Source: an optimization exercise on an open RTL-to-GDS flow (aim: small area). Production flows keep margins and buffers that such runs may drop.
In this exercise RTL edits were held to simulation tests only and were not proved equivalent to the original.
Power is estimated from default activity; no workload was simulated.

## design/flow/config.mk

```make
export PLATFORM = sky130hd
export DESIGN_NAME = top_rx_surf
export DESIGN_NICKNAME = top_rx_surf
export VERILOG_FILES = /design/flow/design.v
export SDC_FILE = /design/flow/constraint.sdc
export NUM_CORES = 4
export LEC_CHECK = 0
export CAP_MARGIN = 5
export CORE_MARGIN = 2
export CORE_UTILIZATION = 40
export CTS_BUF_LIST = sky130_fd_sc_hd__clkbuf_4
export CTS_CLUSTER_DIAMETER = 100
export CTS_CLUSTER_SIZE = 20
export SLEW_MARGIN = 5
```

## design/flow/constraint.sdc

```tcl
create_clock -name core_clock -period 10.0 [get_ports {clk}]
set_input_delay 2.0000 -clock core_clock [delete_from_list [all_inputs] [get_ports {clk}]]
set_output_delay 2.0000 -clock core_clock [all_outputs]
set_load 0.01 [all_outputs]
```

## design/flow/design.v

```verilog
module uart_bps_1(clk, cnt_start, bps_sig, cnt_n);
  input clk;
  wire clk;
  input cnt_start;
  wire cnt_start;
  output bps_sig;
  wire bps_sig;
  output cnt_n;
  reg cnt_n;
  wire g0;
  wire g1;
  wire g10;
  wire g11;
  wire g12;
  wire g13;
  wire g14;
  wire g15;
  wire g16;
  wire g17;
  wire g18;
  wire g19;
  wire g2;
  wire g20;
  wire g21;
  wire g22;
  wire g23;
  wire g24;
  wire g25;
  wire g26;
  wire g27;
  wire g28;
  wire g29;
  wire g3;
  wire g30;
  wire g31;
  wire g32;
  wire g4;
  wire g5;
  wire g6;
  wire g7;
  wire g8;
  wire g9;
  wire [12:0] s;
  assign g4 = ~(s[8] | s[9]);
  assign g3 = s[10] | s[11];
  assign g2 = g4 & ~(g3);
  assign g1 = s[5] | s[2];
  assign g0 = cnt_n | ~(s[4]);
  assign g32 = ~(s[6] & s[3]);
  assign g18 = g32 | g0;
  assign g19 = g18 | g1;
  assign bps_sig = g2 & ~(g19);
  assign g20 = s[11] & s[9];
  assign g21 = ~(s[7] & s[10]);
  assign g22 = g20 & ~(g21);
  assign g23 = ~(s[1] & s[12]);
  assign g24 = s[6] | s[4];
  assign g25 = g24 | g1;
  assign g26 = g25 | g23;
  assign g27 = g26 | ~(g22);
  assign g28 = ~(g27 & cnt_start);
  assign g17 = s[2] & ~(g28);
  assign g16 = g28 | s[1];
  assign g15 = g28 | cnt_n;
  assign g29 = ~(s[1] ^ s[12]);
  assign g30 = ~(s[4] ^ cnt_n);
  assign g31 = g30 ^ g29;
  assign g14 = ~(g31 | g28);
  assign g13 = s[10] & ~(g28);
  assign g12 = g28 | s[9];
  assign g11 = g28 | s[8];
  assign g10 = g28 | s[7];
  assign g9 = s[6] & ~(g28);
  assign g8 = g28 | s[5];
  assign g7 = g28 | s[4];
  assign g6 = g28 | s[3];
  assign g5 = g28 | s[11];
  always @(posedge clk)
    cnt_n <= g14;
  reg g68;
  always @(posedge clk)
    g68 <= g15;
  assign s[1] = g68;
  reg g69;
  always @(posedge clk)
    g69 <= g16;
  assign s[2] = g69;
  reg g70;
  always @(posedge clk)
    g70 <= g17;
  assign s[3] = g70;
  reg g71;
  always @(posedge clk)
    g71 <= g5;
  assign s[12] = g71;
  reg g72;
  always @(posedge clk)
    g72 <= g6;
  assign s[4] = g72;
  reg g73;
  always @(posedge clk)
    g73 <= g7;
  assign s[5] = g73;
  reg g74;
  always @(posedge clk)
    g74 <= g8;
  assign s[6] = g74;
  reg g75;
  always @(posedge clk)
    g75 <= g9;
  assign s[7] = g75;
  reg g76;
  always @(posedge clk)
    g76 <= g10;
  assign s[8] = g76;
  reg g77;
  always @(posedge clk)
    g77 <= g11;
  assign s[9] = g77;
  reg g78;
  always @(posedge clk)
    g78 <= g12;
  assign s[10] = g78;
  reg g79;
  always @(posedge clk)
    g79 <= g13;
  assign s[11] = g79;
  assign s[0] = cnt_n;
endmodule
module uart_receive_1(clk, rst_n, clk_bps, data_rx, rx_int, data_tx, shift);
  input clk;
  wire clk;
  input rst_n;
  wire rst_n;
  input clk_bps;
  wire clk_bps;
  input data_rx;
  wire data_rx;
  output rx_int;
  reg rx_int;
  output [7:0] data_tx;
  reg [7:0] data_tx;
  output shift;
  wire shift;
  wire g0;
  wire g1;
  wire g10;
  wire g11;
  wire g12;
  wire g13;
  wire g14;
  wire g15;
  wire g16;
  wire g17;
  wire g18;
  wire g19;
  wire g2;
  wire g20;
  wire g21;
  wire g22;
  wire g23;
  wire g24;
  wire g25;
  wire g26;
  wire g27;
  wire g28;
  wire g29;
  wire g3;
  wire g4;
  wire g5;
  wire g6;
  wire g7;
  wire g8;
  wire g9;
  reg [3:0] num;
  reg [1:0] rx;
  assign g16 = clk_bps & ~(num[3]);
  assign g17 = num[0] & ~(g16);
  assign shift = clk_bps & ~(g17);
  assign g18 = num[1] & num[0];
  assign g19 = ~(g18 | clk_bps);
  assign g20 = num[1] & ~(g19);
  assign g21 = ~rx_int;
  assign g22 = g19 & num[2];
  assign g23 = g22 | g21;
  assign g11 = g23 | g20;
  assign g24 = num[1] & ~(clk_bps);
  assign g25 = rx_int & ~(g24);
  assign g26 = ~(clk_bps & num[0]);
  assign g10 = ~(g26 & g25);
  assign g27 = ~(g16 ^ num[0]);
  assign g9 = g25 & ~(g27);
  assign g8 = shift ? data_tx[7] : data_tx[6];
  assign g7 = shift ? data_tx[6] : data_tx[5];
  assign g6 = shift ? data_tx[5] : data_tx[4];
  assign g5 = shift ? data_rx : data_tx[7];
  assign g4 = shift ? data_tx[4] : data_tx[3];
  assign g28 = rx_int & ~(g18);
  assign g29 = rx[1] & ~(rx[0]);
  assign g3 = g29 | g28;
  assign g12 = shift ? data_tx[3] : data_tx[2];
  assign g13 = shift ? data_tx[2] : data_tx[1];
  assign g14 = shift ? data_tx[1] : data_tx[0];
  assign g0 = num[2] | ~(clk_bps);
  assign g1 = g19 & ~(num[3]);
  assign g2 = g0 & ~(g1);
  assign g15 = g2 | g21;
  always @(posedge clk)
    num[2] <= g11;
  always @(posedge clk)
    data_tx[1] <= g13;
  always @(posedge clk)
    data_tx[2] <= g12;
  always @(posedge clk, negedge rst_n)
    if (!rst_n) rx[0] <= 1'h1;
    else rx[0] <= data_rx;
  always @(posedge clk, negedge rst_n)
    if (!rst_n) rx_int <= 1'h0;
    else rx_int <= g3;
  always @(posedge clk)
    data_tx[3] <= g4;
  always @(posedge clk)
    data_tx[7] <= g5;
  always @(posedge clk)
    data_tx[4] <= g6;
  always @(posedge clk)
    data_tx[5] <= g7;
  always @(posedge clk)
    data_tx[6] <= g8;
  always @(posedge clk)
    num[0] <= g9;
  always @(posedge clk, negedge rst_n)
    if (!rst_n) rx[1] <= 1'h1;
    else rx[1] <= rx[0];
  always @(posedge clk)
    num[3] <= g15;
  always @(posedge clk)
    num[1] <= g10;
  always @(posedge clk)
    data_tx[0] <= g14;
endmodule
module surf_internet_rx(clk, rst_n, data_rx, shift, rx_int, cnt_b1, flag_en_1, addr_daohang_data, data_rx_end_internet);
  input clk;
  wire clk;
  input rst_n;
  wire rst_n;
  input [7:0] data_rx;
  wire [7:0] data_rx;
  input shift;
  wire shift;
  input rx_int;
  wire rx_int;
  input cnt_b1;
  wire cnt_b1;
  output flag_en_1;
  wire flag_en_1;
  output [7:0] addr_daohang_data;
  reg [7:0] addr_daohang_data;
  output [12:0] data_rx_end_internet;
  wire [12:0] data_rx_end_internet;
  reg [5:0] cnt_1;
  reg [6:0] count;
  reg [7:0] count_1;
  reg [3:0] d0;
  wire [3:0] d1;
  reg [3:0] direction;
  wire g0;
  wire g1;
  wire g10;
  wire g100;
  wire g101;
  wire g102;
  wire g103;
  wire g104;
  wire g105;
  wire g106;
  wire g107;
  wire g108;
  wire g109;
  wire g11;
  wire g110;
  wire g111;
  wire g112;
  wire g113;
  wire g114;
  wire g115;
  wire g116;
  wire g117;
  wire g118;
  wire g119;
  wire g12;
  wire g120;
  wire g121;
  wire g122;
  wire g123;
  wire g124;
  wire g125;
  wire g126;
  wire g127;
  wire g128;
  wire g129;
  wire g13;
  wire g130;
  wire g131;
  wire g132;
  wire g133;
  wire g134;
  wire g135;
  wire g136;
  wire g137;
  wire g138;
  wire g139;
  wire g14;
  wire g140;
  wire g141;
  wire g142;
  wire g143;
  wire g144;
  wire g145;
  wire g146;
  wire g147;
  wire g148;
  wire g149;
  wire g15;
  wire g150;
  wire g151;
  wire g152;
  wire g153;
  wire g154;
  wire g155;
  wire g156;
  wire g157;
  wire g158;
  wire g159;
  wire g16;
  wire g160;
  wire g161;
  wire g162;
  wire g163;
  wire g164;
  wire g165;
  wire g166;
  wire g167;
  wire g168;
  wire g169;
  wire g17;
  wire g170;
  wire g171;
  wire g172;
  wire g173;
  wire g174;
  wire g175;
  wire g176;
  wire g177;
  wire g178;
  wire g179;
  wire g18;
  wire g180;
  wire g181;
  wire g182;
  wire g183;
  wire g184;
  wire g185;
  wire g186;
  wire g187;
  wire g188;
  wire g189;
  wire g19;
  wire g190;
  wire g191;
  wire g192;
  wire g193;
  wire g194;
  wire g195;
  wire g196;
  wire g197;
  wire g198;
  wire g199;
  wire g2;
  wire g20;
  wire g200;
  wire g201;
  wire g202;
  wire g203;
  wire g204;
  wire g205;
  wire g206;
  wire g207;
  wire g208;
  wire g209;
  wire g21;
  wire g210;
  wire g211;
  wire g212;
  wire g213;
  wire g214;
  wire g215;
  wire g216;
  wire g217;
  wire g218;
  wire g219;
  wire g22;
  wire g220;
  wire g221;
  wire g222;
  wire g223;
  wire g224;
  wire g225;
  wire g226;
  wire g227;
  wire g228;
  wire g229;
  wire g23;
  wire g230;
  wire g231;
  wire g232;
  wire g233;
  wire g234;
  wire g235;
  wire g236;
  wire g237;
  wire g238;
  wire g239;
  wire g24;
  wire g240;
  wire g241;
  wire g242;
  wire g243;
  wire g244;
  wire g245;
  wire g246;
  wire g247;
  wire g248;
  wire g249;
  wire g25;
  wire g250;
  wire g251;
  wire g252;
  wire g253;
  wire g254;
  wire g255;
  wire g256;
  wire g257;
  wire g258;
  wire g259;
  wire g26;
  wire g260;
  wire g261;
  wire g262;
  wire g263;
  wire g264;
  wire g265;
  wire g266;
  wire g267;
  wire g268;
  wire g269;
  wire g27;
  wire g270;
  wire g271;
  wire g272;
  wire g273;
  wire g274;
  wire g275;
  wire g276;
  wire g277;
  wire g278;
  wire g279;
  wire g28;
  wire g280;
  wire g281;
  wire g282;
  wire g283;
  wire g284;
  wire g285;
  wire g286;
  wire g287;
  wire g288;
  wire g289;
  wire g29;
  wire g290;
  wire g291;
  wire g292;
  wire g293;
  wire g294;
  wire g295;
  wire g296;
  wire g297;
  wire g298;
  wire g299;
  wire g3;
  wire g30;
  wire g300;
  wire g301;
  wire g302;
  wire g303;
  wire g304;
  wire g305;
  wire g306;
  wire g307;
  wire g308;
  wire g309;
  wire g31;
  wire g310;
  wire g311;
  wire g312;
  wire g313;
  wire g314;
  wire g315;
  wire g316;
  wire g317;
  wire g318;
  wire g319;
  wire g32;
  wire g320;
  wire g321;
  wire g322;
  wire g323;
  wire g324;
  wire g325;
  wire g326;
  wire g327;
  wire g328;
  wire g329;
  wire g33;
  wire g330;
  wire g331;
  wire g332;
  wire g333;
  wire g334;
  wire g335;
  wire g336;
  wire g337;
  wire g338;
  wire g339;
  wire g34;
  wire g340;
  wire g341;
  wire g342;
  wire g343;
  wire g344;
  wire g345;
  wire g346;
  wire g347;
  wire g348;
  wire g349;
  wire g35;
  wire g350;
  wire g351;
  wire g352;
  wire g353;
  wire g354;
  wire g355;
  wire g356;
  wire g357;
  wire g358;
  wire g359;
  wire g36;
  wire g360;
  wire g361;
  wire g362;
  wire g363;
  wire g364;
  wire g365;
  wire g366;
  wire g367;
  wire g368;
  wire g369;
  wire g37;
  wire g370;
  wire g371;
  wire g372;
  wire g373;
  wire g374;
  wire g375;
  wire g376;
  wire g377;
  wire g378;
  wire g379;
  wire g38;
  wire g380;
  wire g381;
  wire g382;
  wire g383;
  wire g384;
  wire g385;
  wire g386;
  wire g387;
  wire g388;
  wire g389;
  wire g39;
  wire g390;
  wire g391;
  wire g392;
  wire g393;
  wire g394;
  wire g395;
  wire g396;
  wire g397;
  wire g398;
  wire g399;
  wire g4;
  wire g40;
  wire g400;
  wire g401;
  wire g402;
  wire g403;
  wire g404;
  wire g405;
  wire g406;
  wire g407;
  wire g408;
  wire g409;
  wire g41;
  wire g410;
  wire g411;
  wire g412;
  wire g413;
  wire g414;
  wire g415;
  wire g416;
  wire g417;
  wire g418;
  wire g419;
  wire g42;
  wire g420;
  wire g421;
  wire g422;
  wire g423;
  wire g424;
  wire g425;
  wire g426;
  wire g427;
  wire g428;
  wire g429;
  wire g43;
  wire g430;
  wire g431;
  wire g432;
  wire g433;
  wire g434;
  wire g435;
  wire g436;
  wire g437;
  wire g438;
  wire g439;
  wire g44;
  wire g440;
  wire g441;
  wire g442;
  wire g443;
  wire g444;
  wire g445;
  wire g446;
  wire g447;
  wire g448;
  wire g449;
  wire g45;
  wire g450;
  wire g451;
  wire g452;
  wire g453;
  wire g454;
  wire g455;
  wire g456;
  wire g457;
  wire g458;
  wire g459;
  wire g46;
  wire g460;
  wire g461;
  wire g462;
  wire g463;
  wire g464;
  wire g465;
  wire g466;
  wire g467;
  wire g468;
  wire g469;
  wire g47;
  wire g470;
  wire g471;
  wire g472;
  wire g473;
  wire g474;
  wire g475;
  wire g476;
  wire g477;
  wire g478;
  wire g479;
  wire g48;
  wire g480;
  wire g481;
  wire g482;
  wire g483;
  wire g484;
  wire g485;
  wire g486;
  wire g487;
  wire g488;
  wire g489;
  wire g49;
  wire g490;
  wire g491;
  wire g492;
  wire g493;
  wire g494;
  wire g495;
  wire g496;
  wire g497;
  wire g498;
  wire g499;
  wire g5;
  wire g50;
  wire g500;
  wire g501;
  wire g502;
  wire g503;
  wire g504;
  wire g505;
  wire g506;
  wire g507;
  wire g508;
  wire g509;
  wire g51;
  wire g510;
  wire g511;
  wire g512;
  wire g513;
  wire g514;
  wire g515;
  wire g516;
  wire g517;
  wire g518;
  wire g519;
  wire g52;
  wire g520;
  wire g521;
  wire g522;
  wire g523;
  wire g524;
  wire g525;
  wire g526;
  wire g527;
  wire g528;
  wire g529;
  wire g53;
  wire g530;
  wire g531;
  wire g532;
  wire g533;
  wire g54;
  wire g55;
  wire g56;
  wire g57;
  wire g58;
  wire g59;
  wire g6;
  wire g60;
  wire g61;
  wire g62;
  wire g63;
  wire g64;
  wire g65;
  wire g66;
  wire g67;
  wire g68;
  wire g69;
  wire g7;
  wire g70;
  wire g71;
  wire g72;
  wire g73;
  wire g74;
  wire g75;
  wire g76;
  wire g77;
  wire g78;
  wire g79;
  wire g8;
  wire g80;
  wire g81;
  wire g82;
  wire g83;
  wire g84;
  wire g85;
  wire g86;
  wire g87;
  wire g88;
  wire g89;
  wire g9;
  wire g90;
  wire g91;
  wire g92;
  wire g93;
  wire g94;
  wire g95;
  wire g96;
  wire g97;
  wire g98;
  wire g99;
  reg m1;
  reg m2;
  wire [3:0] n1;
  reg [3:0] n2;
  reg nege;
  reg nege1;
  reg [5:0] num;
  reg [5:0] num_1;
  reg pk1_comma;
  reg pk_comma;
  reg pk_digit;
  reg [3:0] pk_nib;
  reg [3:0] s1;
  reg [3:0] s2;
  reg timeout;
  reg timeout_1;
  reg [2:0] tmr;
  reg two;
  reg valid;
  assign g461 = g458 & ~(g460);
  assign g462 = g461 ^ data_rx[2];
  assign g463 = s2[3] & ~(g458);
  assign g464 = g463 ^ g529;
  assign g465 = g283 | ~(g287);
  assign g466 = g94 & ~(g288);
  assign g467 = g459 & ~(g466);
  assign g468 = g465 & ~(g467);
  assign g469 = g468 ^ g520;
  assign g470 = g469 | g464;
  assign g471 = g470 | g462;
  assign g472 = g457 & ~(g471);
  assign g473 = g472 & ~(g448);
  assign g349 = g473 | g441;
  assign g474 = count[6] ^ count[2];
  assign g475 = g18 & ~(g474);
  assign g476 = count[0] & ~(g16);
  assign g348 = g476 | g475;
  assign g347 = g43 ? pk_nib[3] : d0[3];
  assign g346 = g43 ? pk_nib[0] : d0[0];
  assign g477 = num_1[3] & ~(g429);
  assign g478 = num_1[2] & ~(g431);
  assign g345 = g478 | g477;
  assign g479 = cnt_1[4] & ~(g271);
  assign g480 = cnt_1[5] & ~(g268);
  assign g344 = g480 | g479;
  assign g481 = num_1[2] & ~(g429);
  assign g482 = num_1[1] & ~(g431);
  assign g343 = g482 | g481;
  assign g342 = g45 ? direction[3] : data_rx_end_internet[3];
  assign g483 = valid & ~(shift);
  assign g341 = g483 | nege;
  assign g484 = num_1[1] & ~(g429);
  assign g485 = num_1[0] & ~(g431);
  assign g340 = g485 | g484;
  assign g486 = num_1[5] & ~(g429);
  assign g487 = num_1[4] & ~(g431);
  assign g339 = g487 | g486;
  assign g488 = num_1[0] & ~(g429);
  assign g489 = num_1[2] & num_1[1];
  assign g490 = ~(num_1[4] & num_1[3]);
  assign g491 = g489 & ~(g490);
  assign g492 = num_1[0] & ~(g491);
  assign g493 = g492 ^ num_1[5];
  assign g494 = ~(g493 | g431);
  assign g338 = g494 | g488;
  assign g495 = num[3] & ~(g245);
  assign g497 = num[2] & ~(g247);
  assign g337 = g497 | g495;
  assign g498 = g443 & g289;
  assign g336 = g284 ? g498 : s2[3];
  assign g499 = num[2] & ~(g245);
  assign g500 = num[1] & ~(g247);
  assign g335 = g500 | g499;
  assign g501 = count_1[7] & ~(g40);
  assign g502 = g42 & count_1[6];
  assign g334 = g502 | g501;
  assign g503 = num[1] & ~(g245);
  assign g504 = num[0] & ~(g247);
  assign g333 = g504 | g503;
  assign g505 = num[0] & ~(g245);
  assign g506 = num[2] & num[1];
  assign g507 = ~(num[4] & num[3]);
  assign g508 = g506 & ~(g507);
  assign g509 = num[0] & ~(g508);
  assign g510 = g509 ^ num[5];
  assign g511 = ~(g510 | g247);
  assign g332 = g511 | g505;
  assign g331 = g240 ? pk_nib[3] : n1[3];
  always @(posedge clk, negedge rst_n)
    if (!rst_n) direction[2] <= 1'h0;
    else direction[2] <= g420;
  always @(posedge clk, negedge rst_n)
    if (!rst_n) n2[0] <= 1'h1;
    else n2[0] <= g421;
  always @(posedge clk, negedge rst_n)
    if (!rst_n) n2[1] <= 1'h1;
    else n2[1] <= g422;
  always @(posedge clk, negedge rst_n)
    if (!rst_n) n2[2] <= 1'h1;
    else n2[2] <= g423;
  always @(posedge clk, negedge rst_n)
    if (!rst_n) m2 <= 1'h0;
    else m2 <= g349;
  always @(posedge clk)
    count[1] <= g350;
  always @(posedge clk)
    num[3] <= g337;
  always @(posedge clk)
    count[2] <= g351;
  always @(posedge clk)
    num[0] <= g332;
  always @(posedge clk)
    count[3] <= g352;
  always @(posedge clk)
    num_1[0] <= g338;
  always @(posedge clk)
    pk_nib[3] <= g353;
  always @(posedge clk)
    count[4] <= g354;
  always @(posedge clk)
    count_1[7] <= g334;
  always @(posedge clk)
    num_1[4] <= g355;
  always @(posedge clk, negedge rst_n)
    if (!rst_n) num_1[5] <= 1'h1;
    else num_1[5] <= g339;
  always @(posedge clk, negedge rst_n)
    if (!rst_n) m1 <= 1'h0;
    else m1 <= g356;
  always @(posedge clk)
    tmr[2] <= g357;
  always @(posedge clk)
    num_1[1] <= g340;
  always @(posedge clk)
    count[6] <= g358;
  reg g1089;
  always @(posedge clk, negedge rst_n)
    if (!rst_n) g1089 <= 1'h1;
    else g1089 <= g331;
  assign n1[3] = g1089;
  always @(posedge clk)
    count[5] <= g359;
  always @(posedge clk, negedge rst_n)
    if (!rst_n) valid <= 1'h0;
    else valid <= g341;
  always @(posedge clk, negedge rst_n)
    if (!rst_n) addr_daohang_data[7] <= 1'h0;
    else addr_daohang_data[7] <= g360;
  always @(posedge clk)
    count_1[0] <= g361;
  reg g1094;
  always @(posedge clk, negedge rst_n)
    if (!rst_n) g1094 <= 1'h0;
    else g1094 <= g342;
  assign data_rx_end_internet[3] = g1094;
  always @(posedge clk)
    count_1[1] <= g362;
  always @(posedge clk)
    num_1[2] <= g343;
  always @(posedge clk)
    count_1[2] <= g363;
  always @(posedge clk)
    num[2] <= g335;
  always @(posedge clk)
    count_1[3] <= g364;
  always @(posedge clk, negedge rst_n)
    if (!rst_n) cnt_1[5] <= 1'h0;
    else cnt_1[5] <= g344;
  always @(posedge clk)
    count_1[4] <= g365;
  always @(posedge clk)
    num_1[3] <= g345;
  always @(posedge clk)
    count_1[5] <= g366;
  always @(posedge clk)
    num[1] <= g333;
  always @(posedge clk)
    count_1[6] <= g367;
  always @(posedge clk, negedge rst_n)
    if (!rst_n) d0[0] <= 1'h0;
    else d0[0] <= g346;
  always @(posedge clk, negedge rst_n)
    if (!rst_n) d0[1] <= 1'h0;
    else d0[1] <= g368;
  always @(posedge clk, negedge rst_n)
    if (!rst_n) d0[2] <= 1'h0;
    else d0[2] <= g369;
  reg g1109;
  always @(posedge clk, negedge rst_n)
    if (!rst_n) g1109 <= 1'h0;
    else g1109 <= g370;
  assign data_rx_end_internet[0] = g1109;
  always @(posedge clk, negedge rst_n)
    if (!rst_n) pk1_comma <= 1'h0;
    else pk1_comma <= g371;
  reg g1111;
  always @(posedge clk, negedge rst_n)
    if (!rst_n) g1111 <= 1'h0;
    else g1111 <= g372;
  assign data_rx_end_internet[1] = g1111;
  reg g1112;
  always @(posedge clk, negedge rst_n)
    if (!rst_n) g1112 <= 1'h0;
    else g1112 <= g373;
  assign data_rx_end_internet[2] = g1112;
  reg g1113;
  always @(posedge clk, negedge rst_n)
    if (!rst_n) g1113 <= 1'h0;
    else g1113 <= g374;
  assign d1[0] = g1113;
  always @(posedge clk, negedge rst_n)
    if (!rst_n) pk_digit <= 1'h0;
    else pk_digit <= g375;
  always @(posedge clk)
    num[4] <= g376;
  always @(posedge clk, negedge rst_n)
    if (!rst_n) d0[3] <= 1'h0;
    else d0[3] <= g347;
  reg g1117;
  always @(posedge clk, negedge rst_n)
    if (!rst_n) g1117 <= 1'h0;
    else g1117 <= g377;
  assign data_rx_end_internet[5] = g1117;
  reg g1118;
  always @(posedge clk, negedge rst_n)
    if (!rst_n) g1118 <= 1'h0;
    else g1118 <= g378;
  assign data_rx_end_internet[6] = g1118;
  reg g1119;
  always @(posedge clk, negedge rst_n)
    if (!rst_n) g1119 <= 1'h0;
    else g1119 <= g379;
  assign data_rx_end_internet[7] = g1119;
  reg g1120;
  always @(posedge clk, negedge rst_n)
    if (!rst_n) g1120 <= 1'h0;
    else g1120 <= g380;
  assign data_rx_end_internet[8] = g1120;
  reg g1121;
  always @(posedge clk, negedge rst_n)
    if (!rst_n) g1121 <= 1'h0;
    else g1121 <= g381;
  assign data_rx_end_internet[9] = g1121;
  reg g1122;
  always @(posedge clk, negedge rst_n)
    if (!rst_n) g1122 <= 1'h0;
    else g1122 <= g382;
  assign data_rx_end_internet[10] = g1122;
  reg g1123;
  always @(posedge clk, negedge rst_n)
    if (!rst_n) g1123 <= 1'h0;
    else g1123 <= g383;
  assign data_rx_end_internet[11] = g1123;
  always @(posedge clk, negedge rst_n)
    if (!rst_n) s1[0] <= 1'h0;
    else s1[0] <= g384;
  always @(posedge clk, negedge rst_n)
    if (!rst_n) n2[3] <= 1'h1;
    else n2[3] <= g385;
  always @(posedge clk, negedge rst_n)
    if (!rst_n) s1[1] <= 1'h0;
    else s1[1] <= g386;
  always @(posedge clk, negedge rst_n)
    if (!rst_n) s1[2] <= 1'h0;
    else s1[2] <= g387;
  always @(posedge clk, negedge rst_n)
    if (!rst_n) timeout <= 1'h0;
    else timeout <= g388;
  always @(posedge clk, negedge rst_n)
    if (!rst_n) timeout_1 <= 1'h0;
    else timeout_1 <= g389;
  reg g1130;
  always @(posedge clk, negedge rst_n)
    if (!rst_n) g1130 <= 1'h0;
    else g1130 <= g390;
  assign data_rx_end_internet[12] = g1130;
  always @(posedge clk, negedge rst_n)
    if (!rst_n) pk_comma <= 1'h0;
    else pk_comma <= g391;
  always @(posedge clk, negedge rst_n)
    if (!rst_n) s1[3] <= 1'h0;
    else s1[3] <= g392;
  always @(posedge clk, negedge rst_n)
    if (!rst_n) addr_daohang_data[0] <= 1'h0;
    else addr_daohang_data[0] <= g393;
  always @(posedge clk, negedge rst_n)
    if (!rst_n) addr_daohang_data[1] <= 1'h0;
    else addr_daohang_data[1] <= g394;
  always @(posedge clk, negedge rst_n)
    if (!rst_n) addr_daohang_data[2] <= 1'h0;
    else addr_daohang_data[2] <= g395;
  always @(posedge clk, negedge rst_n)
    if (!rst_n) addr_daohang_data[3] <= 1'h0;
    else addr_daohang_data[3] <= g396;
  always @(posedge clk, negedge rst_n)
    if (!rst_n) addr_daohang_data[4] <= 1'h0;
    else addr_daohang_data[4] <= g397;
  always @(posedge clk, negedge rst_n)
    if (!rst_n) addr_daohang_data[5] <= 1'h0;
    else addr_daohang_data[5] <= g398;
  always @(posedge clk, negedge rst_n)
    if (!rst_n) addr_daohang_data[6] <= 1'h0;
    else addr_daohang_data[6] <= g399;
  always @(posedge clk)
    tmr[0] <= g400;
  always @(posedge clk)
    count[0] <= g348;
  always @(posedge clk)
    tmr[1] <= g401;
  always @(posedge clk, negedge rst_n)
    if (!rst_n) nege <= 1'h0;
    else nege <= g496;
  always @(posedge clk, negedge rst_n)
    if (!rst_n) s2[3] <= 1'h0;
    else s2[3] <= g336;
  always @(posedge clk)
    two <= g413;
  always @(posedge clk)
    pk_nib[0] <= g402;
  always @(posedge clk)
    pk_nib[1] <= g403;
  always @(posedge clk)
    pk_nib[2] <= g404;
  reg g1149;
  always @(posedge clk, negedge rst_n)
    if (!rst_n) g1149 <= 1'h1;
    else g1149 <= g405;
  assign n1[1] = g1149;
  reg g1150;
  always @(posedge clk, negedge rst_n)
    if (!rst_n) g1150 <= 1'h0;
    else g1150 <= g406;
  assign d1[2] = g1150;
  always @(posedge clk, negedge rst_n)
    if (!rst_n) cnt_1[0] <= 1'h0;
    else cnt_1[0] <= g407;
  always @(posedge clk, negedge rst_n)
    if (!rst_n) num[5] <= 1'h1;
    else num[5] <= g408;
  always @(posedge clk)
    nege1 <= nege;
  always @(posedge clk, negedge rst_n)
    if (!rst_n) cnt_1[1] <= 1'h0;
    else cnt_1[1] <= g409;
  always @(posedge clk, negedge rst_n)
    if (!rst_n) direction[3] <= 1'h0;
    else direction[3] <= g410;
  always @(posedge clk, negedge rst_n)
    if (!rst_n) cnt_1[2] <= 1'h0;
    else cnt_1[2] <= g411;
  always @(posedge clk, negedge rst_n)
    if (!rst_n) cnt_1[3] <= 1'h0;
    else cnt_1[3] <= g412;
  always @(posedge clk, negedge rst_n)
    if (!rst_n) cnt_1[4] <= 1'h0;
    else cnt_1[4] <= g414;
  always @(posedge clk, negedge rst_n)
    if (!rst_n) s2[0] <= 1'h0;
    else s2[0] <= g415;
  always @(posedge clk, negedge rst_n)
    if (!rst_n) s2[1] <= 1'h0;
    else s2[1] <= g416;
  always @(posedge clk, negedge rst_n)
    if (!rst_n) s2[2] <= 1'h0;
    else s2[2] <= g417;
  always @(posedge clk, negedge rst_n)
    if (!rst_n) direction[0] <= 1'h0;
    else direction[0] <= g418;
  always @(posedge clk, negedge rst_n)
    if (!rst_n) direction[1] <= 1'h0;
    else direction[1] <= g419;
  assign g330 = cnt_1[1] & cnt_1[0];
  assign g329 = ~(g330 & cnt_1[2]);
  assign flag_en_1 = cnt_1[5] & ~(g329);
  assign g328 = ~num[3];
  assign g327 = num[4] | num[5];
  assign g326 = g328 & ~(g327);
  assign g325 = num[0] & ~(num[1]);
  assign g324 = g325 & num[2];
  assign g323 = ~(g324 & g326);
  assign g413 = pk_comma & ~(g323);
  assign g496 = cnt_b1 & ~(rx_int);
  assign g322 = ~(count[6] & count[2]);
  assign g321 = ~(count[5] & count[3]);
  assign g320 = ~(nege1 & pk_digit);
  assign g319 = g320 | g321;
  assign g318 = g319 | g322;
  assign g317 = num[0] | ~(num[1]);
  assign g316 = g317 | num[2];
  assign g315 = g316 | g318;
  assign g314 = g327 | g328;
  assign g313 = ~(g314 | g315);
  assign g423 = g313 ? pk_nib[2] : n2[2];
  assign g422 = g313 ? pk_nib[1] : n2[1];
  assign g421 = g313 ? pk_nib[0] : n2[0];
  assign g312 = nege & ~(count_1[5]);
  assign g311 = count_1[7] | ~(pk_digit);
  assign g310 = g312 & ~(g311);
  assign g309 = ~(count_1[2] & count_1[6]);
  assign g308 = ~(count_1[1] | count_1[0]);
  assign g307 = ~(count_1[4] | count_1[3]);
  assign g306 = ~(g307 & g308);
  assign g305 = g306 | g309;
  assign g304 = g310 & ~(g305);
  assign g303 = direction[2] & ~(g304);
  assign g302 = num_1[1] | ~(num_1[0]);
  assign g301 = g302 | ~(pk_nib[2]);
  assign g300 = num_1[4] | num_1[3];
  assign g299 = g300 | num_1[5];
  assign g298 = g299 | num_1[2];
  assign g297 = g304 & ~(g298);
  assign g296 = g297 & ~(g301);
  assign g420 = g296 | g303;
  assign g295 = direction[1] & ~(g304);
  assign g294 = g302 | ~(pk_nib[1]);
  assign g293 = g297 & ~(g294);
  assign g419 = g293 | g295;
  assign g292 = direction[0] & ~(g304);
  assign g291 = g302 | ~(pk_nib[0]);
  assign g290 = g297 & ~(g291);
  assign g418 = g290 | g292;
  assign g289 = m2 & nege;
  assign g288 = s2[1] & s2[0];
  assign g287 = ~(g288 | s2[2]);
  assign g286 = s2[3] & ~(g287);
  assign g285 = ~(g286 | g289);
  assign g284 = s2[2] & s2[0];
  assign g283 = ~(s2[3] | s2[1]);
  assign g282 = g283 | ~(g284);
  assign g281 = g282 & ~(g287);
  assign g417 = g285 ? s2[2] : g281;
  assign g280 = s2[0] & ~(g285);
  assign g279 = s2[1] & ~(g280);
  assign g278 = s2[1] | ~(s2[0]);
  assign g277 = s2[3] & s2[2];
  assign g276 = ~(g277 | g278);
  assign g275 = g276 & ~(g285);
  assign g416 = g275 | g279;
  assign g415 = ~(g285 ^ s2[0]);
  assign g274 = num_1[0] | ~(num_1[1]);
  assign g273 = ~(g274 | g298);
  assign g272 = cnt_1[3] & ~(g329);
  assign g271 = g272 | ~(g273);
  assign g270 = g302 | ~(num_1[2]);
  assign g269 = ~(g270 | g299);
  assign g268 = g269 | ~(g271);
  assign g267 = cnt_1[4] & ~(g268);
  assign g266 = cnt_1[3] & ~(g271);
  assign g414 = g266 | g267;
  assign g265 = g273 | cnt_1[3];
  assign g264 = g273 & ~(cnt_1[2]);
  assign g263 = g264 | g269;
  assign g412 = g265 & ~(g263);
  assign g262 = cnt_1[2] & ~(g268);
  assign g261 = cnt_1[1] & ~(g271);
  assign g411 = g261 | g262;
  assign g260 = direction[3] & ~(g304);
  assign g259 = g302 | ~(pk_nib[3]);
  assign g258 = g297 & ~(g259);
  assign g410 = g258 | g260;
  assign g257 = cnt_1[1] & ~(g268);
  assign g256 = cnt_1[0] & ~(g271);
  assign g409 = g256 | g257;
  assign g255 = s1[2] & s1[3];
  assign g254 = s1[1] | s1[0];
  assign g253 = g255 & ~(g254);
  assign g252 = ~(g253 | nege);
  assign g251 = timeout & ~(g252);
  assign g250 = s1[1] & s1[0];
  assign g249 = s1[2] | ~(s1[3]);
  assign g248 = g250 & ~(g249);
  assign g247 = g248 | ~(g251);
  assign g246 = num[4] & ~(g247);
  assign g245 = g248 | g251;
  assign g244 = num[5] & ~(g245);
  assign g408 = g244 | g246;
  assign g243 = ~cnt_1[0];
  assign g242 = ~(g271 | cnt_1[5]);
  assign g241 = cnt_1[0] & ~(g269);
  assign g407 = g242 ? g243 : g241;
  assign g240 = ~(g318 | g323);
  assign g406 = g240 ? pk_nib[2] : d1[2];
  assign g405 = g240 ? pk_nib[1] : n1[1];
  assign g239 = timeout & valid;
  assign g404 = g239 ? data_rx[2] : pk_nib[2];
  assign g403 = g239 ? data_rx[1] : pk_nib[1];
  assign g402 = g239 ? data_rx[0] : pk_nib[0];
  assign g238 = ~(n1[1] ^ pk_nib[1]);
  assign g237 = d1[2] ^ pk_nib[2];
  assign g236 = g238 & ~(g237);
  assign g235 = d1[0] ^ pk_nib[0];
  assign g234 = pk_nib[3] ^ n1[3];
  assign g233 = g234 | g235;
  assign g232 = g236 & ~(g233);
  assign g231 = g232 | ~(g240);
  assign g230 = ~(tmr[1] ^ tmr[0]);
  assign g401 = g231 & ~(g230);
  assign g229 = tmr[1] | tmr[2];
  assign g228 = g229 & ~(tmr[0]);
  assign g400 = g228 | ~(g231);
  assign g227 = flag_en_1 & addr_daohang_data[0];
  assign g226 = g227 & addr_daohang_data[1];
  assign g225 = g226 & addr_daohang_data[2];
  assign g224 = g225 & addr_daohang_data[3];
  assign g223 = g224 & addr_daohang_data[4];
  assign g222 = g223 & addr_daohang_data[5];
  assign g399 = g222 ^ addr_daohang_data[6];
  assign g398 = g223 ^ addr_daohang_data[5];
  assign g397 = g224 ^ addr_daohang_data[4];
  assign g396 = g225 ^ addr_daohang_data[3];
  assign g395 = g226 ^ addr_daohang_data[2];
  assign g394 = g227 ^ addr_daohang_data[1];
  assign g393 = flag_en_1 ^ addr_daohang_data[0];
  assign g221 = g254 & ~(g250);
  assign g220 = g221 | ~(g255);
  assign g219 = ~(m1 & nege);
  assign g218 = ~(s1[2] | s1[1]);
  assign g217 = s1[3] & ~(g218);
  assign g216 = g219 & ~(g217);
  assign g215 = g250 & ~(g216);
  assign g214 = ~(g215 & s1[2]);
  assign g213 = g214 & ~(s1[3]);
  assign g392 = g220 & ~(g213);
  assign g212 = data_rx[3] & data_rx[2];
  assign g211 = data_rx[4] | ~(data_rx[5]);
  assign g210 = g212 & ~(g211);
  assign g209 = data_rx[7] | data_rx[6];
  assign g208 = data_rx[1] | data_rx[0];
  assign g207 = g208 | g209;
  assign g206 = g210 & ~(g207);
  assign g391 = g239 ? g206 : pk_comma;
  assign g205 = n1[3] & ~(n1[1]);
  assign g204 = d0[2] ^ d0[0];
  assign g203 = d1[2] & d0[1];
  assign g202 = n1[1] & ~(n1[3]);
  assign g201 = g202 & d0[0];
  assign g200 = ~(d1[2] | d0[1]);
  assign g199 = g201 & ~(g200);
  assign g198 = ~(g199 | g203);
  assign g197 = g204 & ~(g198);
  assign g196 = g198 & ~(g204);
  assign g195 = ~(g196 | g197);
  assign g194 = g195 ^ g205;
  assign g193 = ~g194;
  assign g192 = d0[2] & d0[0];
  assign g191 = d0[3] ^ d0[1];
  assign g190 = g191 ^ g192;
  assign g189 = ~(g197 | g205);
  assign g188 = ~(g189 | g196);
  assign g187 = g188 & g190;
  assign g186 = d0[3] & d0[1];
  assign g185 = ~(g186 ^ d0[2]);
  assign g184 = g191 & g192;
  assign g183 = ~(g185 | g184);
  assign g182 = g187 ? g185 : g183;
  assign g181 = g182 & ~(g193);
  assign g180 = ~(g203 | g200);
  assign g179 = ~(g180 ^ g201);
  assign g178 = g188 ^ g190;
  assign g177 = g178 & ~(g179);
  assign g176 = ~(g178 ^ g179);
  assign g175 = g202 ^ d0[0];
  assign g174 = d1[0] & ~(g179);
  assign g173 = ~(g174 & g175);
  assign g172 = ~g175;
  assign g171 = g172 & ~(g174);
  assign g170 = g194 & ~(g171);
  assign g169 = g173 & ~(g170);
  assign g168 = g176 & ~(g169);
  assign g167 = ~(g168 | g177);
  assign g166 = g193 & ~(g182);
  assign g165 = ~(g166 | g167);
  assign g164 = ~(g165 | g181);
  assign g163 = g183 & ~(g187);
  assign g162 = d0[2] & ~(g163);
  assign g161 = ~(g162 ^ d0[3]);
  assign g160 = g178 & ~(g161);
  assign g159 = g178 | ~(g161);
  assign g158 = g159 & ~(g160);
  assign g157 = ~(g158 ^ g164);
  assign g156 = ~two;
  assign g155 = g173 & ~(g171);
  assign g154 = g155 ^ g194;
  assign g153 = n2[1] & d1[0];
  assign g152 = ~(g153 | n2[2]);
  assign g151 = ~(g153 & n2[2]);
  assign g150 = g151 & ~(g175);
  assign g149 = ~(g150 | g152);
  assign g148 = g149 & n2[3];
  assign g147 = g149 | n2[3];
  assign g146 = ~d1[0];
  assign g145 = g179 ^ g146;
  assign g144 = g145 & g147;
  assign g143 = g144 | g148;
  assign g142 = g143 & g154;
  assign g141 = ~(g169 ^ g176);
  assign g140 = g141 & g142;
  assign g139 = ~(g181 | g166);
  assign g138 = g139 ^ g167;
  assign g137 = g138 & ~(g140);
  assign g136 = g156 & ~(g137);
  assign g135 = g140 & ~(g138);
  assign g134 = g136 & ~(g135);
  assign g133 = g134 & g157;
  assign g132 = g147 & ~(g148);
  assign g131 = g132 ^ g145;
  assign g130 = two ? g194 : g131;
  assign g129 = g151 & ~(g152);
  assign g128 = g129 ^ g172;
  assign g127 = two ? g179 : g128;
  assign g126 = g127 & ~(g130);
  assign g125 = g143 ^ g154;
  assign g124 = two ? g178 : g125;
  assign g123 = g124 | ~(g126);
  assign g122 = g141 ^ g142;
  assign g121 = two ? g182 : g122;
  assign g120 = ~(g121 & g123);
  assign g119 = g120 | ~(g133);
  assign g118 = g164 & ~(g160);
  assign g117 = g118 | ~(g159);
  assign g116 = g117 ^ g182;
  assign g115 = g156 & ~(g116);
  assign g114 = ~tmr[2];
  assign g113 = tmr[1] & tmr[0];
  assign g112 = g113 & ~(g114);
  assign g111 = g112 | g323;
  assign g110 = g111 | g115;
  assign g109 = g119 & ~(g110);
  assign g108 = ~(g135 ^ g157);
  assign g107 = g108 | two;
  assign g106 = n2[1] ^ d1[0];
  assign g105 = two ? g175 : g106;
  assign g104 = g126 & ~(g105);
  assign g103 = g124 & ~(g104);
  assign g102 = g103 | g121;
  assign g101 = two & ~(g161);
  assign g100 = g101 | g134;
  assign g99 = g100 | g102;
  assign g98 = g107 & ~(g99);
  assign g97 = g109 & ~(g98);
  assign g96 = data_rx_end_internet[12] & ~(g97);
  assign g95 = g109 & ~(g107);
  assign g390 = g95 | g96;
  assign g94 = s2[1] | s2[0];
  assign g93 = g277 & ~(g94);
  assign g92 = count_1[4] & count_1[3];
  assign g91 = g92 & g308;
  assign g90 = timeout_1 & ~(g91);
  assign g389 = g90 | g93;
  assign g89 = count[1] & count[0];
  assign g88 = ~(count[4] & count[5]);
  assign g87 = g89 & ~(g88);
  assign g86 = timeout & ~(g87);
  assign g388 = g86 | g248;
  assign g85 = ~g253;
  assign g84 = ~s1[2];
  assign g83 = g215 ^ g84;
  assign g387 = g85 & ~(g83);
  assign g82 = s1[0] & ~(g216);
  assign g386 = g82 ^ s1[1];
  assign g385 = g313 ? pk_nib[3] : n2[3];
  assign g81 = g216 ^ s1[0];
  assign g384 = g85 & ~(g81);
  assign g383 = g97 ? g100 : data_rx_end_internet[11];
  assign g80 = two ? d1[0] : n2[0];
  assign g79 = g80 & g105;
  assign g78 = g127 & ~(g79);
  assign g77 = g130 & ~(g78);
  assign g76 = ~(g77 & g124);
  assign g75 = g133 & ~(g76);
  assign g74 = g75 ^ g121;
  assign g382 = g97 ? g74 : data_rx_end_internet[10];
  assign g73 = data_rx_end_internet[9] & ~(g97);
  assign g72 = g80 | g105;
  assign g71 = g127 & ~(g72);
  assign g70 = g130 & ~(g71);
  assign g69 = ~(g70 | g124);
  assign g68 = g69 & ~(g121);
  assign g67 = g68 | ~(g133);
  assign g66 = ~(g67 | g78);
  assign g65 = g66 & g130;
  assign g64 = g65 | g124;
  assign g63 = g75 | ~(g97);
  assign g62 = g64 & ~(g63);
  assign g381 = g62 | g73;
  assign g61 = g66 ^ g130;
  assign g380 = g97 ? g61 : data_rx_end_internet[8];
  assign g60 = g67 | g79;
  assign g59 = g60 ^ g127;
  assign g379 = g97 ? g59 : data_rx_end_internet[7];
  assign g58 = g80 & ~(g67);
  assign g57 = g58 ^ g105;
  assign g378 = g97 ? g57 : data_rx_end_internet[6];
  assign g56 = ~(g67 ^ g80);
  assign g377 = g97 ? g56 : data_rx_end_internet[5];
  assign g55 = num[4] & ~(g245);
  assign g54 = num[3] & ~(g247);
  assign g376 = g54 | g55;
  assign g53 = pk_digit & ~(g239);
  assign g52 = data_rx[2] | data_rx[1];
  assign g51 = ~(g52 & data_rx[3]);
  assign g50 = ~(data_rx[5] & valid);
  assign g49 = ~(data_rx[4] & timeout);
  assign g48 = g49 | g209;
  assign g47 = g48 | g50;
  assign g46 = g51 & ~(g47);
  assign g375 = g46 | g53;
  assign g374 = g240 ? pk_nib[0] : d1[0];
  assign g45 = g273 & ~(g97);
  assign g373 = g45 ? direction[2] : data_rx_end_internet[2];
  assign g372 = g45 ? direction[1] : data_rx_end_internet[1];
  assign g44 = ~(timeout_1 & valid);
  assign g371 = g44 ? pk1_comma : g206;
  assign g370 = g45 ? direction[0] : data_rx_end_internet[0];
  assign g43 = g326 & ~(g315);
  assign g369 = g43 ? pk_nib[2] : d0[2];
  assign g368 = g43 ? pk_nib[1] : d0[1];
  assign g42 = nege & pk1_comma;
  assign g41 = count_1[5] | ~(g42);
  assign g40 = g42 | g93;
  assign g39 = ~(g40 | count_1[6]);
  assign g367 = g41 & ~(g39);
  assign g38 = count_1[5] & ~(g40);
  assign g37 = g42 & count_1[4];
  assign g366 = g37 | g38;
  assign g36 = count_1[4] & ~(g40);
  assign g35 = g42 & count_1[3];
  assign g365 = g35 | g36;
  assign g34 = count_1[3] & ~(g40);
  assign g33 = g42 & count_1[2];
  assign g364 = g33 | g34;
  assign g32 = g40 | count_1[2];
  assign g31 = g42 & ~(count_1[1]);
  assign g363 = g32 & ~(g31);
  assign g30 = count_1[1] & ~(g40);
  assign g29 = g42 & count_1[0];
  assign g362 = g29 | g30;
  assign g28 = count_1[0] & ~(g40);
  assign g27 = ~(count_1[5] & count_1[1]);
  assign g26 = g27 | g309;
  assign g25 = g92 & ~(g26);
  assign g24 = count_1[0] ^ count_1[6];
  assign g23 = g24 | g25;
  assign g22 = count_1[7] ^ count_1[1];
  assign g21 = g22 ^ g23;
  assign g20 = g42 & ~(g21);
  assign g361 = g20 | g28;
  assign g19 = g222 & addr_daohang_data[6];
  assign g360 = g19 ^ addr_daohang_data[7];
  assign g18 = pk_comma & nege;
  assign g17 = count[4] | ~(g18);
  assign g16 = g18 | g248;
  assign g15 = ~(g16 | count[5]);
  assign g359 = g17 & ~(g15);
  assign g14 = g16 | count[6];
  assign g13 = g18 & ~(count[5]);
  assign g358 = g14 & ~(g13);
  assign g12 = g113 ^ g114;
  assign g357 = g231 & ~(g12);
  assign g11 = m1 & ~(valid);
  assign g10 = g221 | s1[2];
  assign g9 = s1[0] & ~(s1[1]);
  assign g8 = g9 & ~(g84);
  assign g7 = g8 | s1[3];
  assign g6 = g7 | ~(g10);
  assign g5 = g6 ^ data_rx[0];
  assign g4 = s1[3] & ~(g9);
  assign g3 = ~(s1[3] | s1[1]);
  assign g2 = g3 | s1[2];
  assign g1 = ~(g2 | g4);
  assign g0 = g1 & ~(data_rx[4]);
  assign g533 = s1[3] | s1[0];
  assign g532 = g218 ^ data_rx[2];
  assign g531 = g532 ^ g533;
  assign g530 = g531 | g0;
  assign g529 = ~data_rx[6];
  assign g528 = ~(g249 | s1[1]);
  assign g527 = g529 & ~(g528);
  assign g526 = g9 & ~(g255);
  assign g525 = g526 ^ data_rx[3];
  assign g524 = g525 | g527;
  assign g523 = g528 & ~(g529);
  assign g522 = g523 | g524;
  assign g521 = g522 | g530;
  assign g520 = ~data_rx[1];
  assign g519 = g218 | s1[3];
  assign g518 = g519 | ~(g221);
  assign g517 = g518 & ~(g528);
  assign g516 = g517 ^ g520;
  assign g515 = data_rx[4] & ~(g1);
  assign g514 = g50 | data_rx[7];
  assign g513 = g514 | g515;
  assign g512 = g513 | g516;
  assign g424 = g512 | g521;
  assign g425 = g5 & ~(g424);
  assign g356 = g425 | g11;
  assign g426 = g277 & ~(g278);
  assign g427 = g426 | nege;
  assign g428 = ~(g427 & timeout_1);
  assign g429 = g93 | ~(g428);
  assign g430 = num_1[4] & ~(g429);
  assign g431 = g428 | g93;
  assign g432 = num_1[3] & ~(g431);
  assign g355 = g432 | g430;
  assign g433 = count[4] & ~(g16);
  assign g434 = g18 & count[3];
  assign g354 = g434 | g433;
  assign g353 = g239 ? data_rx[3] : pk_nib[3];
  assign g435 = g16 | count[3];
  assign g436 = g18 & ~(count[2]);
  assign g352 = g435 & ~(g436);
  assign g437 = g16 | count[2];
  assign g438 = g18 & ~(count[1]);
  assign g351 = g437 & ~(g438);
  assign g439 = count[1] & ~(g16);
  assign g440 = g18 & count[0];
  assign g350 = g440 | g439;
  assign g441 = m2 & ~(valid);
  assign g442 = ~(s2[2] | s2[0]);
  assign g443 = s2[1] & ~(s2[3]);
  assign g444 = g443 | g442;
  assign g445 = ~(s2[3] | s2[2]);
  assign g446 = g445 ^ data_rx[3];
  assign g447 = g446 ^ g444;
  assign g448 = g447 | g514;
  assign g449 = g278 | ~(s2[2]);
  assign g450 = g442 | s2[3];
  assign g451 = g449 & ~(g450);
  assign g452 = g451 ^ data_rx[0];
  assign g453 = ~(g442 & s2[1]);
  assign g454 = ~(g449 | s2[3]);
  assign g455 = g454 | ~(g453);
  assign g456 = g455 ^ data_rx[4];
  assign g457 = ~(g456 | g452);
  assign g458 = ~(g94 & g287);
  assign g459 = s2[2] & ~(s2[3]);
  assign g460 = g459 & ~(s2[0]);
  assign { n1[2], n1[0] } = { d1[2], d1[0] };
  assign data_rx_end_internet[4] = 1'h1;
endmodule
module top_rx_surf(
	input 			clk,
	input 			rst_n,
	input 			data_rx,
	output			flag_en_1,
	output [7:0]	addr_daohang_data,
	output [12:0]	data_rx_end_internet
    );
	wire	[7:0]	data_tx;
	wire			rx_int, clk_bps, cnt_b1, shift;
surf_internet_rx u_surf_internet_rx (
    .clk(clk),
    .rst_n(rst_n),
    .data_rx(data_tx),
    .shift(shift),
    .rx_int(rx_int),
    .cnt_b1(cnt_b1),
	.flag_en_1(flag_en_1),
	.addr_daohang_data(addr_daohang_data),
    .data_rx_end_internet(data_rx_end_internet)
    );
uart_bps_1 u_uart_bps_1 (
    .clk(clk),
    .cnt_start(rx_int),
    .bps_sig(clk_bps),
    .cnt_n(cnt_b1)
    );
uart_receive_1 u_uart_receive_1 (
    .clk(clk),
    .rst_n(rst_n),
    .clk_bps(clk_bps),
    .data_rx(data_rx),
    .rx_int(rx_int),
    .data_tx(data_tx),
    .shift(shift)
    );
endmodule
```

## design/flow/standard.sh

```bash
#!/bin/bash
# synth_recipe.tcl (not shown) runs the flow's synth.tcl, then flattens the netlist and writes it again
# the make line also repeats each setting of config.mk as NAME=value (left out here)
make -C /OpenROAD-flow-scripts/flow DESIGN_CONFIG=/design/flow/config.mk WORK_HOME=/design/flow/orfs CLKGATE_MAP_FILE= SYNTH_SCRIPT=/design/flow/synth_recipe.tcl "${@:-finish}"
```

## design/flow/flow/run.sh

```bash
#!/bin/bash
# Layout flow: the standard flow (standard.sh: ORFS with the standard
# synthesis), with these changes to how the layout is made:
#  - the port buffers are the smallest buffer (buf_1) instead of the cell
#    buffer_ports picks by itself;
#  - clock tree synthesis inserts no dummy loads;
#  - after floorplan, combinational cells get their smallest drive strength
#    (flow/downsize.tcl); the later repair steps size up where needed.
# Each step's tool output is in orfs/logs/; make's output goes to flow.log.
set -euo pipefail
cd "$(dirname "$0")/.."
bash standard.sh \
  BUFFER_PORTS_ARGS="-buffer_cell sky130_fd_sc_hd__buf_1" \
  CTS_ARGS="-sink_clustering_enable -repair_clock_nets -sink_clustering_size 20 -sink_clustering_max_diameter 100 -buf_list sky130_fd_sc_hd__clkbuf_4 -dont_use_dummy_load" \
  POST_FLOORPLAN_TCL="$PWD/flow/downsize.tcl" \
  finish > flow.log 2>&1
```

## design/flow/flow/downsize.tcl

```tcl
# After floorplan: give every combinational cell the smallest drive strength
# of its kind (same function and pins). Synthesis sized cells for a speed
# target; the design has ample slack, and the placement and CTS repair steps
# that follow size cells up again wherever slew, capacitance or timing need it.
# Registers keep their cells.
set db [ord::get_db]
set block [ord::get_db_block]
set swapped 0
set saved 0
foreach inst [$block getInsts] {
  set master [$inst getMaster]
  set name [$master getName]
  if {![regexp {^(sky130_fd_sc_hd__[a-z0-9]+)_([0-9]+)$} $name -> base drv]} { continue }
  if {[$master isSequential]} { continue }
  if {[regexp {__(df|edf|sdf|dl|conb|tap|fill|decap|clk)} $name]} { continue }
  set best $master
  foreach d {0 1 2 4 6 8 12 16} {
    set cand [$db findMaster ${base}_$d]
    if {$cand == "NULL"} { continue }
    if {[lsearch -exact $::env(DONT_USE_CELLS) [$cand getName]] >= 0} { continue }
    if {[$cand getWidth] < [$best getWidth]} { set best $cand }
  }
  if {$best != $master} {
    set saved [expr {$saved + ([$master getWidth] - [$best getWidth]) * [$master getHeight]}]
    $inst swapMaster $best
    incr swapped
  }
}
puts "downsize: swapped $swapped cells, area saved [expr {$saved / 1e6}] um2"
```

==> results of run 1 <==
## layout make-up
type / count / area (µm²)
Tap cell: 188 / 235
Sequential cell: 123 / 2920
Fill cell: 1432 / 8730
Clock buffer: 17 / 128
Timing Repair Buffer: 24 / 95.1
Inverter: 37 / 139
Multi-Input combinational cell: 397 / 2790
## path summary, 6_finish.rpt
kind	from	to	slack, ns	cells after the start
worst min-delay path	u_uart_receive_1.rx[0]	u_uart_receive_1.rx[1]	0.37	0
max in group asynchronous	rst_n	u_surf_internet_rx.d0[1]	7.78	2
min in group asynchronous	rst_n	u_surf_internet_rx.cnt_1[3]	1.66	2
worst min register to register	u_uart_receive_1.rx[0]	u_uart_receive_1.rx[1]	0.37	0
worst max-delay path	u_surf_internet_rx.g1089	u_surf_internet_rx.g1109	4.54	18
worst max register to register	u_surf_internet_rx.g1089	u_surf_internet_rx.g1109	4.54	18
## layout by cell type, fill, tap and decap left out, types with 8 or more instances in the layout
master / instances
nand3_1: 18
nor2b_1: 8
nor2_1: 30
inv_1: 37
mux2_2: 15
dfstp_2: 10
ha_1: 33
fa_1: 8
xnor2_1: 13
dfxtp_1: 47
clkbuf_4: 17
nand2_1: 59
buf_1: 22
edfxtp_1: 12
nand2b_1: 13
dfrtp_1: 54
o21ai_0: 50
a21oi_1: 16
xor2_1: 11
a22o_1: 12
nor3_1: 10
## registers in the layout (all words and copies together), names as in the netlist, 6 cells and up
register / count
u_surf_internet_rx.addr_daohang_data: 8
u_surf_internet_rx.count_1: 8
u_uart_receive_1.data_tx: 8
u_surf_internet_rx.count: 7
u_surf_internet_rx.cnt_1: 6
u_surf_internet_rx.num: 6
u_surf_internet_rx.num_1: 6
## per-stage QoR
step / setup WS, ns / hold WS (ns)
2_1_floorplan: 5.51 / 0.352
3_3_place_gp: 4.75 / 0.356
3_5_place_dp: 4.49 / 0.359
4_1_cts: 4.51 / 0.373
5_1_grt: 4.14 / 0.376
6_report: 4.54 / 0.371
## metal layers
layer	vias up	track usage	routed length, µm
li1	2059	-	-
met1	1949	0.183	5100
met2	66	0.226	5070
met3	17	0.0452	410
met4	0	0.0537	192
met5	-	0	0
## kinds of logic (layout without fill, tap and decap cells)
family / Yosys count / in the layout / synth area share
flops: 123 / 123 / 0.479
other cells: 1 / 1 / 0.000617
simple gates: 185 / 185 / 0.157
fa+ha+maj: 41 / 41 / 0.0942
compound gates: 118 / 118 / 0.127
buf+inv: 67 / 78 / 0.0518
xor+xnor: 24 / 24 / 0.0346
mux: 28 / 28 / 0.0549
## power by group
group          internal, µW  switching (µW)
Combinational          30.0            26.2
Sequential              534            19.1
Clock                  77.6             152
Total                   641             197
==> impl_metrics.tcl, run 1 <==
set metrics [dict create \
    worst_ep_arrival_time_ns 5.86 \
    leakagePower_uw 0.00278 \
    end_kind "register" \
    tns_ns 0 \
    placementRows 45 \
    placed_area_um2 6180 \
    pwr_density_cell_nw_per_um2 133 \
    gp_congestion 0.858 \
    cp.required_ns 10.40 \
    cts_num_sinks 123 \
    syn2layout_area_growth_pct 3.64 \
    vias 4091 \
    synth_edf_count 12 \
    ys_top_cells_by_count "59 x nand2_1, 54 x dfrtp_1, 50 x o21ai_0, 47 x dfxtp_1, 37 x inv_1" \
    cts_tree "built" \
    total_power_uw 839 \
    clockBufferDepth 2 \
    synth_seq_area_share 0.479 \
    gr-usage-all-layers 0.143 \
    worstPathMaxFanout 11 \
    dpl.hpwl_um 7840 \
    viasPerCell 5.20 \
    overflow 0 \
    grt_max_degree 65 \
    yosysMostFrequentCell "nand2_1" \
    max_freq_ghz 0.183 \
    nets 644 \
    insertedDiodeCount 0 \
    layout-drive-gt1-share 0.0936 \
    stdcell_count 786 \
    fin_crit_ns 5.46 \
    cts_inserted_buffers 17 \
    initial_utilization 0.405 \
    grt_pass1_vias 4110 \
    yosysTopAreaCellShare 0.222 \
    cts_resized 0 \
    rsz0062_at_grt "no" \
    die-area_um2 16200 \
    postLayoutCoreUtil 0.419 \
    crit_top_cell "fa_1" \
    synth_cell_types 62 \
    place_inst 769 \
    slew_headroom 0.455 \
    hold_path.class "register to register" \
    cp_cell_sequence "nor2b_1 > ha_1 > inv_1 > fa_1 > inv_1 > fa_1 > inv_1 > fa_1 > fa_1 > inv_1 > fa_1 > fa_1 > a21boi_0 > nor4_1 > o32ai_1 > o211ai_1 > nor2b_1 > mux2_1" \
    postRouteAntennaNets 0 \
    slowest_stage "o211ai_1" \
    io_buffers 23 \
    drtIter0Drc 187 \
    ios 25 \
    die_y_um 127 \
    final_cell_area_um2 6300 \
    crit_buf_inv 4 \
    slowest_delay_ns 0.67 \
    startpoint_type "register" \
    drv_cap 0 \
    worst_pin_slew_ns 0.817 \
    yosysTopAreaCell "dfrtp_1" \
    wl_per_cell_um 13.7 \
    dieWidth_um 127 \
    synthCells 587 \
    cts.clk_slew.worst_paths_ns 0.10 \
    syn_area_per_cell_um2 10.4 \
    clockRootBuffer "clkbuf_4" \
    synth_ff_type "dfrtp_1" \
    synthesis.area_um2 6080 \
    drt-total-wl_um 10800 \
    synth_fp_nets 631 \
    hold_viol 0 \
    netlist_top_cells_area "dfrtp_1 22%, dfxtp_1 15%, ha_1 6.8%" \
    slew_violations 0 \
    skew_ns 0.0299 \
    htree_levels 4 \
    synth_seq_cells 123 \
    drtPass1Iterations 4 \
    core_um2 15000 \
    status "no timing/DRC/antenna violations" \
    peakVddDrop_v 0.000126 \
    crit_type "register to register" \
    drc 0 \
    antenna_found_initial 0 \
    ys_warn_count 3 \
    setup_viol 0 \
    async_flop_share 0.520 \
    grt_pass1_wl_um 18800 \
    cts_setup_buffers 0 \
    post-route-period-util 0.546 \
    worst_skew_pair.late_latency_ns 0.52 \
    hold_buffers 0 \
    crit_family "adder cells" \
]
==> run 2: changes to the inputs <==
--- a/design/flow/config.mk
+++ b/design/flow/config.mk
@@ -7,3 +7,3 @@
 export LEC_CHECK = 0
-export CAP_MARGIN = 5
+export CAP_MARGIN = 20
 export CORE_MARGIN = 2
@@ -12,3 +12,3 @@
 export CTS_CLUSTER_DIAMETER = 100
-export CTS_CLUSTER_SIZE = 20
-export SLEW_MARGIN = 5
+export CTS_CLUSTER_SIZE = 30
+export SLEW_MARGIN = 20
==> run 2 against run 1 <==
  * Clock power hardly changed
  * Critical path type unchanged
  * Sequential power is essentially flat
  * Still clean on timing, DRC and antenna
  * Cell area stayed put
  * Via count is the same
  * Non-clock buffer count unchanged
  * Wire length did not move
==> impl_metrics.tcl, run 2 <==
set metrics [dict create \
    grt_max_degree 65 \
    end_kind "register" \
    peakVddDrop_v 0.000126 \
    synth_fp_nets 631 \
    gp_congestion 0.858 \
    initial_utilization 0.405 \
    synth_cell_types 62 \
    hold_viol 0 \
    cts_num_sinks 123 \
    core_um2 15000 \
    gr-usage-all-layers 0.143 \
    pwr_density_cell_nw_per_um2 133 \
    nets 644 \
    clockRootBuffer "clkbuf_4" \
    yosysTopAreaCellShare 0.222 \
    htree_levels 4 \
    worstPathMaxFanout 11 \
    layout-drive-gt1-share 0.0936 \
    cts_resized 0 \
    synth_seq_area_share 0.479 \
    viasPerCell 5.20 \
    die-area_um2 16200 \
    cts.clk_slew.worst_paths_ns 0.10 \
    fin_crit_ns 5.46 \
    syn_area_per_cell_um2 10.4 \
    grt_pass1_wl_um 18800 \
    cts_tree "built" \
    wl_per_cell_um 13.7 \
    antenna_found_initial 0 \
    drt-total-wl_um 10800 \
    synthCells 587 \
    io_buffers 23 \
    worst_skew_pair.late_latency_ns 0.52 \
    overflow 0 \
    synth_edf_count 12 \
    post-route-period-util 0.546 \
    max_freq_ghz 0.183 \
    hold_buffers 0 \
    dpl.hpwl_um 7840 \
    hold_path.class "register to register" \
    slew_violations 0 \
    startpoint_type "register" \
    insertedDiodeCount 0 \
    grt_pass1_vias 4110 \
    ys_top_cells_by_count "59 x nand2_1, 54 x dfrtp_1, 50 x o21ai_0, 47 x dfxtp_1, 37 x inv_1" \
    rsz0062_at_grt "no" \
    yosysTopAreaCell "dfrtp_1" \
    async_flop_share 0.520 \
    status "no timing/DRC/antenna violations" \
    clockBufferDepth 2 \
    postRouteAntennaNets 0 \
    drc 0 \
    leakagePower_uw 0.00278 \
    synth_seq_cells 123 \
    yosysMostFrequentCell "nand2_1" \
    placementRows 45 \
    synthesis.area_um2 6080 \
    die_y_um 127 \
    ys_warn_count 3 \
    skew_ns 0.0299 \
    cp.required_ns 10.40 \
    netlist_top_cells_area "dfrtp_1 22%, dfxtp_1 15%, ha_1 6.8%" \
    worst_pin_slew_ns 0.817 \
    tns_ns 0 \
    crit_type "register to register" \
    vias 4091 \
    drtIter0Drc 187 \
    syn2layout_area_growth_pct 3.64 \
    worst_ep_arrival_time_ns 5.86 \
    slew_headroom 0.455 \
    final_cell_mix "59 x nand2_1, 54 x dfrtp_1, 50 x o21ai_0, 47 x dfxtp_1, 37 x inv_1" \
    top_regs "u_surf_internet_rx.addr_daohang_data: 8 flops, u_surf_internet_rx.count_1: 8 flops, u_uart_receive_1.data_tx: 8 flops" \
    layout_commonest_cell "nand2_1" \
    synth_ff_type "dfrtp_1" \
    ios 25 \
    cts_setup_buffers 0 \
    drtPass1Iterations 4 \
    cts_inserted_buffers 17 \
    dieWidth_um 127 \
    total_power_uw 839 \
    drv_cap 0 \
    setup_viol 0 \
]
run 2: path summary, 6_finish.rpt:
path	to	startpoint	cells after the start	slack [ns]
worst max-delay path	u_surf_internet_rx.g1109	u_surf_internet_rx.g1089	18	4.54
worst min-delay path	u_uart_receive_1.rx[1]	u_uart_receive_1.rx[0]	0	0.37
worst max register to register	u_surf_internet_rx.g1109	u_surf_internet_rx.g1089	18	4.54
worst min register to register	u_uart_receive_1.rx[1]	u_uart_receive_1.rx[0]	0	0.37
max in group asynchronous	u_surf_internet_rx.d0[1]	rst_n	2	7.78
min in group asynchronous	u_surf_internet_rx.cnt_1[3]	rst_n	2	1.66
run 2: through the flow:
stage          area (µm²)  std cells  setup slack, ns   util  hold slack, ns
3_5_place_dp         6180        769             4.49  0.411           0.359
6_report             6300        786             4.54  0.419           0.371
3_3_place_gp         6180        769             4.75  0.411           0.356
2_1_floorplan        6080        587             5.51      -           0.352
5_1_grt              6300        786             4.14  0.419           0.376
4_1_cts              6300        786             4.51  0.419           0.373
run 2: logic make-up (layout without fill, tap and decap cells):
family / count (synthesis) / after routing / synth area share
buf+inv: 67 / 78 / 0.0518
mux: 28 / 28 / 0.0549
compound gates: 118 / 118 / 0.127
other cells: 1 / 1 / 0.000617
flops: 123 / 123 / 0.479
fa+ha+maj: 41 / 41 / 0.0942
xor+xnor: 24 / 24 / 0.0346
simple gates: 185 / 185 / 0.157
run 2: power by group:
group          total (µW)  switching (µW)  leakage (µW)  internal (µW)
combinational        56.2            26.2       0.00136           30.0
clock                 230             152     0.0000782           77.6
sequential            553            19.1       0.00134            534
run 2: area by class of cell:
cell class	instances	area, µm²
Fill cell	1432	8730
Sequential cell	123	2920
Clock buffer	17	128
Timing Repair Buffer	24	95.1
Inverter	37	139
Tap cell	188	235
Multi-Input combinational cell	397	2790
run 2: critical path: stages (launching register included):
cell      delay, ns
dfstp_2        0.56
nor2b_1        0.05
ha_1           0.17
inv_1          0.06
fa_1           0.15
inv_1          0.05
fa_1           0.61
inv_1          0.09
fa_1           0.45
fa_1           0.43
inv_1          0.08
fa_1           0.19
fa_1           0.46
a21boi_0       0.16
nor4_1         0.27
o32ai_1        0.15
o211ai_1       0.67
nor2b_1        0.40
mux2_1         0.37
run 2: layer usage:
metal | vias up | GRT usage | wire, µm | share of wire
met4 | 0 | 0.0537 | 192 | 0.018
met2 | 66 | 0.226 | 5070 | 0.47
li1 | 2059 | - | - | -
met3 | 17 | 0.0452 | 410 | 0.038
met1 | 1949 | 0.183 | 5100 | 0.47
met5 | - | 0 | 0 | 0

-- what the ideal ports hide --
No port has a modelled driver above. Below, the same layouts with a new extraction and two added sets of constraints.
Step 1 sets driving cells, clkbuf_16 on the clock port and buf_2 on the other inputs (assumed; they add their load-dependent delay and slew).
Step 2, shift: input delay + t, output delay - t, t = (earliest + latest rising clock arrival at the registers) / 2. This alone moves slack from input paths to output paths.
Slacks: no drivers / after step 1 / after step 2; pairs: no drivers / after step 1.
| run | shift t [ns] | setup slack, ns | worst hold slack (ns) | worst setup path after step 2 | pins driven straight from the clock port |
|---|---|---|---|---|---|
| run 1 | 0.536 | 4.538 / 4.538 / 4.538 | 0.371 / 0.371 / 0.371 | register to register | 1 |
| run 2 | 0.536 | 4.538 / 4.538 / 4.538 | 0.371 / 0.371 / 0.371 | register to register | 1 |
After both steps setup and hold are still met in every run listed.
